Background: an optimization exercise with open tools, aiming at small area, a short achievable clock period and few clock cycles. Do not read the settings as production practice.
No functional check of the RTL was part of any run shown here.
Power is estimated from default activity; no workload was simulated.

`run.sh`:
```
#!/bin/bash
# synth_recipe.tcl (not shown) runs the flow's synth.tcl, then flattens the netlist and writes it again
# the make line also repeats each setting of config.mk as NAME=value (left out here)
make -C /OpenROAD-flow-scripts/flow DESIGN_CONFIG=/design/flow/config.mk WORK_HOME=/design/flow/orfs CLKGATE_MAP_FILE= SYNTH_SCRIPT=/design/flow/synth_recipe.tcl finish
```
`constraint.sdc`:
```
create_clock -name core_clock -period 12.0 [get_ports {clk}]
set_input_delay 2.4000 -clock core_clock [delete_from_list [all_inputs] [get_ports {clk}]]
set_output_delay 2.4000 -clock core_clock [all_outputs]
set_load 0.01 [all_outputs]
```
`design.v`:
```
module CPU(clk,
            rst_n,
            wen_D,
            addr_D,
            wdata_D,
            rdata_D,
            addr_I,
            rdata_I);
    input         clk, rst_n ;
    output        wen_D  ;
    output [31:0] addr_D ;
    output [31:0] wdata_D;
    input  [31:0] rdata_D;
    output [31:0] addr_I ;
    input  [31:0] rdata_I;
    reg  [31:0] PC;           
    reg  [31:0] IR;           
    reg         ex_v;         
    reg         m_wr;         
    reg         m_ld;         
    reg         m_st;         
    reg  [4:0]  m_rd;
    reg  [31:0] m_val;        
    reg  [31:0] m_sd;         
    wire        rf_we = m_wr;
    wire [31:0] rf_wd = m_ld ? rdata_D : m_val;
    wire [31:0] rf_q [0:31];
    reg  [31:1] rf_vld;
    assign rf_q[0] = 32'b0;
    genvar gi;
    generate
        for (gi = 1; gi < 32; gi = gi + 1) begin : RF
            reg [31:0] r;
            if (gi == 2 || gi == 3) begin : RST
                always @(posedge clk or negedge rst_n) begin
                    if (!rst_n)
                        r <= (gi == 2) ? 32'hbffffff0 : 32'h10008000;
                    else if (rf_we && m_rd == gi)
                        r <= rf_wd;
                end
            end else begin : NRST
                always @(posedge clk) begin
                    if (rf_we && m_rd == gi)
                        r <= rf_wd;
                end
            end
            assign rf_q[gi] = r;
        end
    endgenerate
    always @(posedge clk or negedge rst_n) begin
        if (!rst_n)
            rf_vld <= 31'b110;             
        else if (rf_we)
            rf_vld[m_rd] <= 1'b1;
    end
    wire [31:0] vld = {rf_vld, 1'b0};
    wire [4:0] rs1 = IR[19:15];
    wire [4:0] rs2 = IR[24:20];
    wire [4:0] rd  = IR[11:7];
    wire [2:0] f3  = IR[14:12];
    wire i_br    =  IR[6] & ~IR[2];
    wire i_jalr  =  IR[6] &  IR[2] & ~IR[3];
    wire i_jal   =  IR[6] &  IR[3];
    wire i_U     = ~IR[6] &  IR[2];
    wire i_lui   =  i_U &  IR[5];
    wire i_auipc =  i_U & ~IR[5];
    wire i_ld    = ~IR[6] & ~IR[5] & ~IR[4];
    wire i_st    = ~IR[6] &  IR[5] & ~IR[4];
    wire i_opimm = ~IR[6] & ~IR[5] &  IR[4] & ~IR[2];
    wire i_op    = ~IR[6] &  IR[5] &  IR[4] & ~IR[2];
    wire i_md    =  i_op & IR[25];
    wire use1 = ~i_U & ~i_jal;
    wire use2 =  i_op | i_st | i_br;
    wire wr   = ~i_st & ~i_br & (rd != 5'd0);
    wire [31:0] imm_i = {{20{IR[31]}}, IR[31:20]};
    wire [31:0] imm_s = {{20{IR[31]}}, IR[31:25], IR[11:7]};
    wire [31:0] imm_b = {{19{IR[31]}}, IR[31], IR[7], IR[30:25], IR[11:8], 1'b0};
    wire [31:0] imm_u = {IR[31:12], 12'b0};
    wire [31:0] imm_j = {{11{IR[31]}}, IR[31], IR[19:12], IR[20], IR[30:21], 1'b0};
    wire [31:0] r1 = rf_q[rs1] & {32{vld[rs1]}};
    wire [31:0] r2 = rf_q[rs2] & {32{vld[rs2]}};
    wire fw1 = m_wr & ~m_ld & (m_rd == rs1);
    wire fw2 = m_wr & ~m_ld & (m_rd == rs2);
    wire [31:0] a = fw1 ? m_val : r1;
    wire [31:0] b = fw2 ? m_val : r2;
    wire lu_stall = m_ld & m_wr & ((use1 & (m_rd == rs1)) | (use2 & (m_rd == rs2)));
    wire sel_shift = i_opimm & f3[0];
    wire sel_slt   = i_opimm & f3[1];
    wire sub       = (i_op & IR[30]) | i_br | sel_slt;
    wire [31:0] bi = (i_op | i_br) ? b : (i_st ? imm_s : imm_i);
    wire [31:0] bx = sub ? ~bi : bi;
    wire [31:0] sum = a + bx + {31'b0, sub};
    wire lt = (a[31] ^ bi[31]) ? a[31] : sum[31];
    wire eq = (a == b);
    wire        sh_left = ~f3[2];
    wire [31:0] sh_in;
    wire [31:0] sh_rev;
    genvar gs;
    generate
        for (gs = 0; gs < 32; gs = gs + 1) begin : SHR
            assign sh_in[gs] = sh_left ? a[31-gs] : a[gs];
        end
    endgenerate
    wire [32:0] sh_ext = {IR[30] & a[31] & ~sh_left, sh_in};
    wire [32:0] sh_out = $signed(sh_ext) >>> IR[24:20];
    generate
        for (gs = 0; gs < 32; gs = gs + 1) begin : SHL
            assign sh_rev[gs] = sh_left ? sh_out[31-gs] : sh_out[gs];
        end
    endgenerate
    wire [31:0] imm_pc = i_br ? imm_b : (i_jal ? imm_j : imm_u);
    wire [31:0] tgt    = PC + imm_pc - 32'd4;
    wire taken = f3[2] ? (lt ^ f3[0]) : (eq ^ f3[0]);
    reg         md_busy;
    reg         md_first;
    reg  [4:0]  md_cnt;
    reg  [31:0] md_acc;       
    reg  [31:0] md_bb;        
    reg  [31:0] md_xq;        
    function [5:0] clz32(input [31:0] x);
        reg [4:0] n;
        reg [31:0] v;
        begin
            v = x;
            n[4] = (v[31:16] == 16'b0); if (n[4]) v = {v[15:0], 16'b0};
            n[3] = (v[31:24] ==  8'b0); if (n[3]) v = {v[23:0],  8'b0};
            n[2] = (v[31:28] ==  4'b0); if (n[2]) v = {v[27:0],  4'b0};
            n[1] = (v[31:30] ==  2'b0); if (n[1]) v = {v[29:0],  2'b0};
            n[0] = ~v[31];
            clz32 = (x == 32'b0) ? 6'd32 : {1'b0, n};
        end
    endfunction
    wire        is_mul = ~f3[2];
    wire        is_rem =  f3[1];
    wire [5:0]  clza = clz32(a);
    wire [5:0]  clzb = clz32(b);
    wire [6:0]  sdiff = {1'b0, clzb} - {1'b0, clza};    
    wire        a_short = sdiff[6];                     
    wire        bz = clzb[5];
    wire        zq = bz | a_short;
    wire [31:0] pp0  = md_xq[0] ? md_bb : 32'b0;
    wire [31:0] pp1  = md_xq[1] ? {md_bb[30:0], 1'b0} : 32'b0;
    wire [31:0] prod = md_acc + pp0 + pp1;
    wire [31:0] d_eff = md_first ? (md_bb << md_cnt) : md_bb;
    wire [32:0] diff = {1'b0, md_acc} - {1'b0, d_eff};
    wire        ge = ~diff[32];
    wire [31:0] rem_n = ge ? diff[31:0] : md_acc;
    wire [31:0] quo_n = {md_xq[30:0], ge};
    wire        md_last = is_mul ? (md_xq[31:2] == 30'b0) : (md_cnt == 5'd0);
    wire [31:0] md_res = is_mul ? prod : (is_rem ? rem_n : quo_n);
    wire md_wait  = i_md & ~(md_busy & md_last);
    wire stall    = ex_v & (lu_stall | md_wait);
    wire ex_go    = ex_v & ~stall;
    wire redirect = ex_go & (i_jal | i_jalr | (i_br & taken));
    wire [31:0] rtgt = i_jalr ? {sum[31:1], 1'b0} : tgt;
    always @(posedge clk or negedge rst_n) begin
        if (!rst_n)
            md_busy <= 1'b0;
        else if (ex_v & i_md & ~lu_stall)
            md_busy <= ~(md_busy & md_last);
    end
    always @(posedge clk) begin
        if (~md_busy) begin
            md_first <= 1'b1;
            if (is_mul) begin
                md_acc <= 32'b0;
                md_bb  <= a_short ? b : a;
                md_xq  <= a_short ? a : b;
            end else begin
                md_acc <= a;
                md_bb  <= b;
                md_xq  <= {32{bz}};
                md_cnt <= zq ? 5'd0 : sdiff[4:0];
            end
        end else begin
            md_first <= 1'b0;
            if (is_mul) begin
                md_acc <= prod;
                md_bb  <= {md_bb[29:0], 2'b0};
                md_xq  <= {2'b0, md_xq[31:2]};
            end else begin
                md_acc <= rem_n;
                md_bb  <= {1'b0, d_eff[31:1]};
                md_xq  <= quo_n;
                md_cnt <= md_cnt - 5'd1;
            end
        end
    end
    wire [31:0] ex_res = i_md             ? md_res :
                         (i_jal | i_jalr) ? PC :
                         i_lui            ? imm_u :
                         i_auipc          ? tgt :
                         sel_shift        ? sh_rev[31:0] :
                         sel_slt          ? {31'b0, lt} :
                                            sum;
    always @(posedge clk or negedge rst_n) begin
        if (!rst_n) begin
            m_wr <= 1'b0;
            m_ld <= 1'b0;
            m_st <= 1'b0;
            ex_v <= 1'b0;
            PC   <= 32'h00010000;
        end else begin
            m_wr <= ex_go & wr;
            m_ld <= ex_go & i_ld;
            m_st <= ex_go & i_st;
            if (~stall) begin
                ex_v <= ~redirect;
                PC   <= redirect ? rtgt : PC + 32'd4;
            end
        end
    end
    always @(posedge clk) begin
        m_rd  <= rd;
        m_val <= ex_res;
        m_sd  <= b;
        if (~stall)
            IR <= rdata_I;
    end
    assign addr_I  = PC;
    assign wen_D   = m_st;
    assign addr_D  = m_val;
    assign wdata_D = m_sd;
endmodule
```
`config.mk`:
```
export PLATFORM = sky130hd
export DESIGN_NAME = CPU
export DESIGN_NICKNAME = CPU
export VERILOG_FILES = /design/flow/design.v
export SDC_FILE = /design/flow/constraint.sdc
export NUM_CORES = 8
export LEC_CHECK = 0
export CAP_MARGIN = 20
export CORE_MARGIN = 2
export CORE_UTILIZATION = 40
export SETUP_SLACK_MARGIN = 0.4
export SLEW_MARGIN = 20
```
==> results.py, run 1 <==
metrics = {
    "die": {
        "initial_core_util_pct": 40.2,
        "rows": 157,
        "die_height_um": 432,
        "coreArea_mm2": 0.183,
        "fp.dieW_um": 432,
        "ioPinCount": 163,
        "die-area_mm2": 0.187,
    },
    "global_route": {
        "grt_pass1_wl_um": 537000,
        "antenna_found_initial": 35,
        "overflow": 0,
        "grt_max_degree": 188,
        "grt_pass1_vias": 66000,
        "track_usage_pct": 41.2,
    },
    "timing": {
        "max-slew-margin-rel_pct": 8.92,
        "slew_viol_final": 0,
        "hold_slack_ps": 487,
        "layout_setup_ws_ps": 1750,
        "post-route-period-util_pct": 85.4,
        "period_minus_slack_ps": 10250,
        "finalSetupViolCount": 0,
        "clock_skew_ps": 92.8,
        "hold_viol": 0,
        "rsz0062_at_grt": "no",
        "fmax_ghz": 0.0976,
        "fin_tns_setup_ps": 0,
        "tightest_slew_ps": 1360,
    },
    "detailed_routing": {
        "wl_um": 399000,
        "drc_errors": 0,
        "first_pass_iters": 12,
        "ant_nets": 0,
        "dr_total_vias": 72400,
        "routedWlPerCell_um": 41.0,
        "drt_iter0_drc": 15500,
        "via_per_inst": 7.45,
    },
    "worst_setup_path": {
        "end_kind": "register",
        "cp_top_family": "simple AND/OR/NAND/NOR gates",
        "worstSetupPathType": "reg -> reg",
        "crit_fanout": 29,
        "path_buf_inv": 5,
        "setup.worst_path.start_class": "register",
        "crit_slowest_cell": "edfxtp_1",
        "cp_slowest_stage_delay_ps": 950,
        "crit_arrival_ps": 10930,
        "required_ps": 12680,
    },
    "synthesis": {
        "ys_ff_latch": 1260,
        "synth_top_cell_area_share_pct": 39.4,
        "synthesis.nets": 7411,
        "async_flop_share_pct": 10.4,
        "synth.distinct_cells": 100,
        "synth_top_cells_by_area": "edfxtp_1, a22oi_1, dfxtp_1, dfrtp_1, ha_1",
        "netlist_instances": 7138,
        "synth_edf_count": 963,
        "yosysTopAreaCell": "edfxtp_1",
        "yosys_warnings": 1,
        "ys_seq_area_share_pct": 48.4,
        "synth_area_mm2": 0.0734,
        "synth_area_per_cell_um2": 10.3,
        "ys.flop_type": "edfxtp_1",
    },
    "pwr": {
        "ir_worst_vdd_mv": 0.240,
        "pwr_density_cell_mw_per_mm2": 247,
        "finalPower_mw": 20.7,
        "leakagePower_nw": 30.6,
    },
    "clock_tree": {
        "cts.clk_slew.worst_paths_ps": 60,
        "cts_post_setup_buffers_inserted": 0,
        "cts_resized": 0,
        "cts_tree": "done",
        "cts-buffers-inserted": 142,
        "cts.sinks": 1260,
        "clockBufferDepth": 3,
        "root_buffer": "clkbuf_16",
        "hold_buffers": 0,
        "cts_max_level": 4,
        "insertion_delay_ps": 890,
    },
    "place": {
        "io_buffers": 159,
        "hpwl_um": 251000,
        "place_congestion": 1.03,
        "dp_slack_ps": 2040,
    },
    "layout": {
        "num-nets-final": 7453,
        "drive_gt1_share_pct": 11.8,
        "mostFrequentLayoutCells": "edfxtp_1, a22oi_1, nand2_1",
        "num-fill-cells": 16900,
        "final_common_cell": "edfxtp_1",
        "area_growth_pct": 14.1,
    },
    "run": {
        "drv_cap": 0,
    },
    "outcome": {
        "status": "complete, no violations",
    },
    "hold_path": {
        "worstHoldPathType": "reg -> reg",
    },
}
-- state kept, by name (all words and copies together), names as in the netlist --
signal / count
md_busy: 1
md_cnt: 5
IR: 30
md_xq: 32
m_wr: 1
md_bb: 32
PC: 31
m_sd: 32
m_ld: 1
ex_v: 1
md_acc: 32
rf_vld: 31
m_val: 32
m_st: 1
m_rd: 5
RF.r: 992
md_first: 1
-- kinds of logic after synthesis --
logic type | after synthesis | share of synthesized area, %
xor+xnor | 197 | 2.35
other cells | 1 | 0.00511
mux | 261 | 4.88
fa+ha+maj | 208 | 3.90
simple gates | 2262 | 15.7
buf+inv | 802 | 4.37
flops | 1260 | 48.4
compound gates | 2147 | 20.4
-- worst reg2reg max path, delay by kind of cell (launching register included) --
kind | cells | cell delay (ps)
AOI/OAI and AO/OA | 11 | 2580
adders and majority gates | 2 | 760
buffers and inverters | 5 | 1880
DFF | 1 | 950
and+or+nand+nor | 11 | 3930
-- cell usage after synthesis (51+ instances only) --
cell type / number
a2111oi_0: 69
inv_1: 225
o211ai_1: 66
nor2_1: 406
a21o_1: 84
ha_1: 172
a21oi_1: 406
and4_1: 52
nand3_1: 421
nand2_1: 485
xor2_1: 51
xnor2_1: 146
nor3_1: 132
a211oi_1: 51
o21ai_0: 315
and2_1: 110
buf_1: 51
clkbuf_1: 435
mux2i_1: 162
and3_1: 241
edfxtp_1: 963
mux4_2: 74
buf_2: 61
nand2b_1: 51
a22oi_1: 547
a31oi_1: 66
a22o_1: 138
nand4_1: 154
dfrtp_1: 99
dfxtp_1: 166
-- area by class of cell --
cell class / count / area (µm²) / area share (%)
Tap cell: 2385 / 2980 / 3.56
Antenna cell: 44 / 110 / 0.131
Timing Repair Buffer: 464 / 3930 / 4.69
Clock buffer: 182 / 3890 / 4.64
Inverter: 236 / 890 / 1.06
Multi-Input combinational cell: 5076 / 35200 / 42.1
Sequential cell: 1260 / 35600 / 42.5
Clock inverter: 80 / 1140 / 1.37
-- per-stage QoR --
| stage | std cells | instance area [µm²] | util (%) |
|---|---|---|---|
| after CTS | 9682 | 83600 | 45.8 |
| after global routing | 9686 | 83600 | 45.8 |
| after global placement | 9420 | 78600 | 43.0 |
| final | 9727 | 83700 | 45.8 |
| after detailed placement | 9420 | 78600 | 43.0 |
| after floorplan | 7138 | 73400 | - |
-- power breakdown --
group	internal [mW]	total, mW	switching [mW]
sequential	5.64	6.39	0.744
clock	2.74	4.77	2.03
combinational	3.26	9.50	6.24
-- final timing paths --
check / start / slack, ps / to / cells past startpoint
worst min-delay path: rf_vld[8]$_DFFE_PN0P_ / 490 / rf_vld[8]$_DFFE_PN0P_ / 1
worst max-delay path: IR[15]$_DFFE_PN_ / 1750 / md_bb[6]$_DFF_P_ / 29
min in group asynchronous: rst_n / 1630 / PC[19]$_DFFE_PN0N_ / 1
worst min register to register: rf_vld[8]$_DFFE_PN0P_ / 490 / rf_vld[8]$_DFFE_PN0P_ / 1
worst max register to register: IR[15]$_DFFE_PN_ / 1750 / md_bb[6]$_DFF_P_ / 29
max in group asynchronous: rst_n / 8480 / m_ld$_DFF_PN0_ / 2
-- per-layer routing --
| layer | GRT usage (%) | wire (µm) |
|---|---|---|
| met5 | 1.64 | 434 |
| met3 | 18.8 | 66200 |
| met1 | 48.4 | 131000 |
| met4 | 33.2 | 42100 |
| met2 | 57.5 | 159000 |
==> inputs of run 2 (changes only) <==
--- a/design.v
+++ b/design.v
@@ -17,2 +17,4 @@
     reg  [31:0] IR;           
+    reg  [31:0] pc_ex;        
+    reg         ex_pt;        
     reg         ex_v;         
@@ -56,2 +58,9 @@
     wire [31:0] vld = {rf_vld, 1'b0};
+    wire [31:0] fi     = rdata_I;
+    wire        f_jal  = fi[6] & fi[3];
+    wire        f_br   = fi[6] & ~fi[2];
+    wire        f_pt   = f_jal | (f_br & fi[31]);
+    wire [31:0] f_imm  = fi[3] ? {{11{fi[31]}}, fi[31], fi[19:12], fi[20], fi[30:21], 1'b0}
+                               : {{19{fi[31]}}, fi[31], fi[7], fi[30:25], fi[11:8], 1'b0};
+    wire [31:0] f_tgt  = PC + f_imm;
     wire [4:0] rs1 = IR[19:15];
@@ -110,4 +119,4 @@
     endgenerate
-    wire [31:0] imm_pc = i_br ? imm_b : (i_jal ? imm_j : imm_u);
-    wire [31:0] tgt    = PC + imm_pc - 32'd4;
+    wire [31:0] tgt    = pc_ex + (i_br ? imm_b : imm_u);
+    wire [31:0] pc4    = pc_ex + 32'd4;
     wire taken = f3[2] ? (lt ^ f3[0]) : (eq ^ f3[0]);
@@ -153,4 +162,4 @@
     wire ex_go    = ex_v & ~stall;
-    wire redirect = ex_go & (i_jal | i_jalr | (i_br & taken));
-    wire [31:0] rtgt = i_jalr ? {sum[31:1], 1'b0} : tgt;
+    wire redirect = ex_go & (i_jalr | (i_br & (taken ^ ex_pt)));
+    wire [31:0] rtgt = i_jalr ? {sum[31:1], 1'b0} : (ex_pt ? pc4 : tgt);
     always @(posedge clk or negedge rst_n) begin
@@ -189,3 +198,3 @@
     wire [31:0] ex_res = i_md             ? md_res :
-                         (i_jal | i_jalr) ? PC :
+                         (i_jal | i_jalr) ? pc4 :
                          i_lui            ? imm_u :
@@ -208,3 +217,3 @@
                 ex_v <= ~redirect;
-                PC   <= redirect ? rtgt : PC + 32'd4;
+                PC   <= redirect ? rtgt : (f_pt ? f_tgt : PC + 32'd4);
             end
@@ -216,4 +225,7 @@
         m_sd  <= b;
-        if (~stall)
-            IR <= rdata_I;
+        if (~stall) begin
+            IR    <= rdata_I;
+            pc_ex <= PC;
+            ex_pt <= f_pt;
+        end
     end
--- a/config.mk
+++ b/config.mk
@@ -10,3 +10,3 @@
 export CORE_UTILIZATION = 40
-export SETUP_SLACK_MARGIN = 0.4
+export SETUP_SLACK_MARGIN = 5
 export SLEW_MARGIN = 20
==> run 2 against run 1 <==
Effect of this change:
- combinational power rose by 18%
- global-route usage increased by 2.0 points
- final area rose by 12%
- hold slack lost 5.6 ps
- clock power grew 1%
- first-iteration DRC count is 2.9% higher
- setup slack gained 2900 ps
- largest power group unchanged
==> results.py, run 2 <==
metrics = {
    "outcome": {
        "status": "complete, no violations",
    },
    "synthesis": {
        "netlist_instances": 7236,
        "synth_top_family_by_area": "compound AO/OA/AOI/OAI gates",
        "ys_ff_latch": 1294,
        "synth_top_cell_area_share_pct": 39.2,
        "synth_top_cells_by_area": "edfxtp_1, a22oi_1, dfxtp_1, dfrtp_1, ha_1",
        "synth_most_common_cell": "edfxtp_1",
        "yosys_warnings": 1,
        "synth_area_mm2": 0.0763,
        "synth_xor_area_share_pct": 3.13,
        "synth_edf_count": 996,
        "ys.flop_type": "edfxtp_1",
        "ys_top_cells_by_count": "edfxtp_1, a22oi_1, nand2_1, nand3_1, nor2_1",
        "synth_mux_area_share_pct": 5.79,
        "synth-adder-area-share_pct": 3.81,
        "synth.distinct_cells": 126,
        "ys_seq_area_share_pct": 47.9,
        "yosysTopAreaCell": "edfxtp_1",
        "synth-compound-area-share_pct": 19.6,
        "synthSimpleGateAreaFrac_pct": 15.7,
        "synthesis.nets": 7513,
        "synth_area_per_cell_um2": 10.5,
        "async_flop_share_pct": 10.2,
    },
    "global_route": {
        "grt_pass1_vias": 70400,
        "grt_max_degree": 91,
        "track_usage_pct": 43.2,
        "overflow": 0,
        "antenna_found_initial": 54,
        "grt_pass1_wl_um": 580000,
    },
    "layout": {
        "final_cells": 10400,
        "top_register": "RF.r",
        "largest_reg_flops": 992,
        "fin_util_pct": 49.4,
        "stdcell_area_mm2": 0.0938,
        "drive_gt1_share_pct": 20.1,
        "mostFrequentLayoutCells": "edfxtp_1, a22oi_1, nand2_1",
        "final_common_cell": "edfxtp_1",
        "area_growth_pct": 22.9,
        "num-nets-final": 8003,
    },
    "worst_setup_path": {
        "crit_slowest_cell": "a31oi_1",
        "cp_slowest_stage_delay_ps": 750,
        "required_ps": 12680,
        "crit_arrival_ps": 8030,
        "crit_fanout": 26,
        "end_kind": "register",
        "setup.worst_path.start_class": "register",
        "worstSetupPathType": "reg -> reg",
    },
    "clock_tree": {
        "root_buffer": "clkbuf_16",
        "clockBufferDepth": 3,
        "insertion_delay_ps": 860,
        "hold_buffers": 0,
        "cts_tree": "done",
        "cts.sinks": 1294,
        "cts.clk_slew.worst_paths_ps": 60,
        "cts_max_level": 4,
        "cts-buffers-inserted": 147,
    },
    "detailed_routing": {
        "routedWlPerCell_um": 42.6,
        "wl_um": 443000,
        "drc_errors": 0,
        "ant_nets": 0,
        "first_pass_iters": 11,
        "dr_total_vias": 77900,
        "drt_iter0_drc": 16000,
        "via_per_inst": 7.48,
    },
    "hold_path": {
        "worstHoldPathType": "reg -> reg",
    },
    "die": {
        "ioPinCount": 163,
        "initial_core_util_pct": 40.2,
        "fp.dieW_um": 441,
        "rows": 160,
        "coreArea_mm2": 0.190,
        "die_height_um": 441,
        "die-area_mm2": 0.194,
    },
    "timing": {
        "post-route-period-util_pct": 61.3,
        "slew_viol_final": 0,
        "fmax_ghz": 0.136,
        "max-slew-margin-rel_pct": 12.7,
        "tightest_slew_ps": 1270,
        "rsz0062_at_grt": "yes",
        "period_minus_slack_ps": 7350,
        "finalSetupViolCount": 0,
        "hold_viol": 0,
        "clock_skew_ps": 87.6,
        "fin_tns_setup_ps": 0,
    },
    "pwr": {
        "leakagePower_nw": 35.4,
        "ir_worst_vdd_mv": 0.297,
        "pwr_density_cell_mw_per_mm2": 243,
    },
    "place": {
        "postPlaceCellArea_mm2": 0.0816,
        "place_congestion": 1.04,
        "io_buffers": 160,
        "dp_cells": 9694,
        "hpwl_um": 266000,
    },
    "run": {
        "drv_cap": 0,
    },
}
## run 2: cell types whose count changed after synthesis, moves of 33 or more
| cell | before | now |
|---|---|---|
| a22o_1 | 138 | 57 |
| a21oi_1 | 406 | 297 |
| o21ai_0 | 315 | 362 |
| nand2_1 | 485 | 519 |
| clkbuf_1 | 435 | 335 |
| xor2_1 | 51 | 136 |
| a22oi_1 | 547 | 608 |
| and3_1 | 241 | 297 |
| edfxtp_1 | 963 | 996 |
| inv_1 | 225 | 163 |
## run 2: cells by family after synthesis
| family | after synthesis |
|---|---|
| flip-flops | 1294 |
| AO/OA/AOI/OAI | 2111 |
| multiplexers | 324 |
| buffers and inverters | 699 |
| AND/OR/NAND/NOR | 2324 |
| XOR/XNOR | 273 |
| adder cells (fa/ha/maj) | 211 |
## run 2: area by class of cell
cell class | count | area (µm²)
Antenna cell | 60 | 150
Clock buffer | 189 | 4030
Clock inverter | 83 | 1020
Fill cell | 17100 | 96000
Inverter | 175 | 679
Multi-Input combinational cell | 5248 | 39200
Sequential cell | 1294 | 36600
Tap cell | 2511 | 3140
Timing Repair Buffer | 859 | 9020
Timing Repair inverter | 1 | 5.00
## run 2: through the flow
stage / hold slack, ps / setup WS (ps) / total power, mW
floorplan: 384 / 5170 / 12.0
global placement: 459 / 2560 / 15.4
detailed placement: 467 / 2580 / 15.5
CTS: 483 / 5010 / 21.4
global route: 505 / 4690 / 23.4
finish: 481 / 4650 / 22.8
## run 2: report_power, final
| group | leakage (nW) | switching (mW) | internal [mW] | total, mW |
|---|---|---|---|---|
| logic | 20.9 | 6.71 | 4.44 | 11.2 |
| clock network | 2.45 | 2.07 | 2.75 | 4.82 |
| registers | 12.0 | 0.923 | 5.91 | 6.84 |
## run 2: worst paths after layout
check                                  startpoint                      end  slack [ps]  depth (start not counted)
setup / recovery                 IR[22]$_DFFE_PN_         md_xq[1]$_DFF_P_        4650                         31
hold / removal             rf_vld[26]$_DFFE_PN0P_   rf_vld[26]$_DFFE_PN0P_         480                          1
setup reg to reg                 IR[22]$_DFFE_PN_         md_xq[1]$_DFF_P_        4650                         31
hold reg to reg            rf_vld[26]$_DFFE_PN0P_   rf_vld[26]$_DFFE_PN0P_         480                          1
max in group asynchronous                   rst_n   RF[2].r[2]$_DFFE_PN0P_        8530                          3
min in group asynchronous                   rst_n  RF[3].r[16]$_DFFE_PN0P_        1590                          1
## run 2: what timing repair did
item / 4_1_cts / 5_1_grt
gates resized for setup: 399 / 321
pin swaps: 77 / 141
gates cloned: 22 / 17
buffers inserted: 186 / 167
setup endpoints to repair: 155 / 126
## run 2: worst max-delay path: cells and delay by family, from the launching register on
kind                       cells  cell delay (ps)
DFF                            1              520
muxes                          1              460
and+or+nand+nor                7             1470
adders and majority gates      2              420
buffers and inverters          8             1450
AOI/OAI and AO/OA             13             2860
## run 2: layer usage
layer | wire [µm] | up-vias | part of all wire (%) | GRT usage, %
li1 | - | 29300 | - | -
met2 | 175000 | 8279 | 39 | 60.4
met3 | 73500 | 2895 | 17 | 20.8
met4 | 50600 | 38 | 11 | 34.7
met5 | 937 | - | 0.21 | 1.29
met1 | 144000 | 37400 | 32 | 50.0

==> afterwards: timing with drivers on the ports <==
No port has a modelled driver above. Below, the same layouts with a new extraction and two added sets of constraints.
Step 1 assumes that a clkbuf_16 drives the clock port and a buf_2 every other input.
Step 2 moves the port delays by t, midway between the first and last clock arrival at a register: inputs arrive t later, outputs are due t later. That takes back most of the time a late clock gives input paths.
Three values: ideal, step 1, step 2; two values: the first two.
run | t, ns | slack for setup (ns) | worst setup path after step 2 | latest minus earliest clock arrival (ns) | pins driven straight from the clock port
run 1 | 0.927 | 1.749 / 1.749 / 1.749 | register to register | 0.093 / 0.093 | 1
run 2 | 0.900 | 4.645 / 4.645 / 4.547 | input to register | 0.088 / 0.087 | 1
After both steps every run listed still meets setup and hold. For run 2, which loses most, drivers alone change the setup slack by 0.000 ns; drivers and shift together by -0.098 ns.
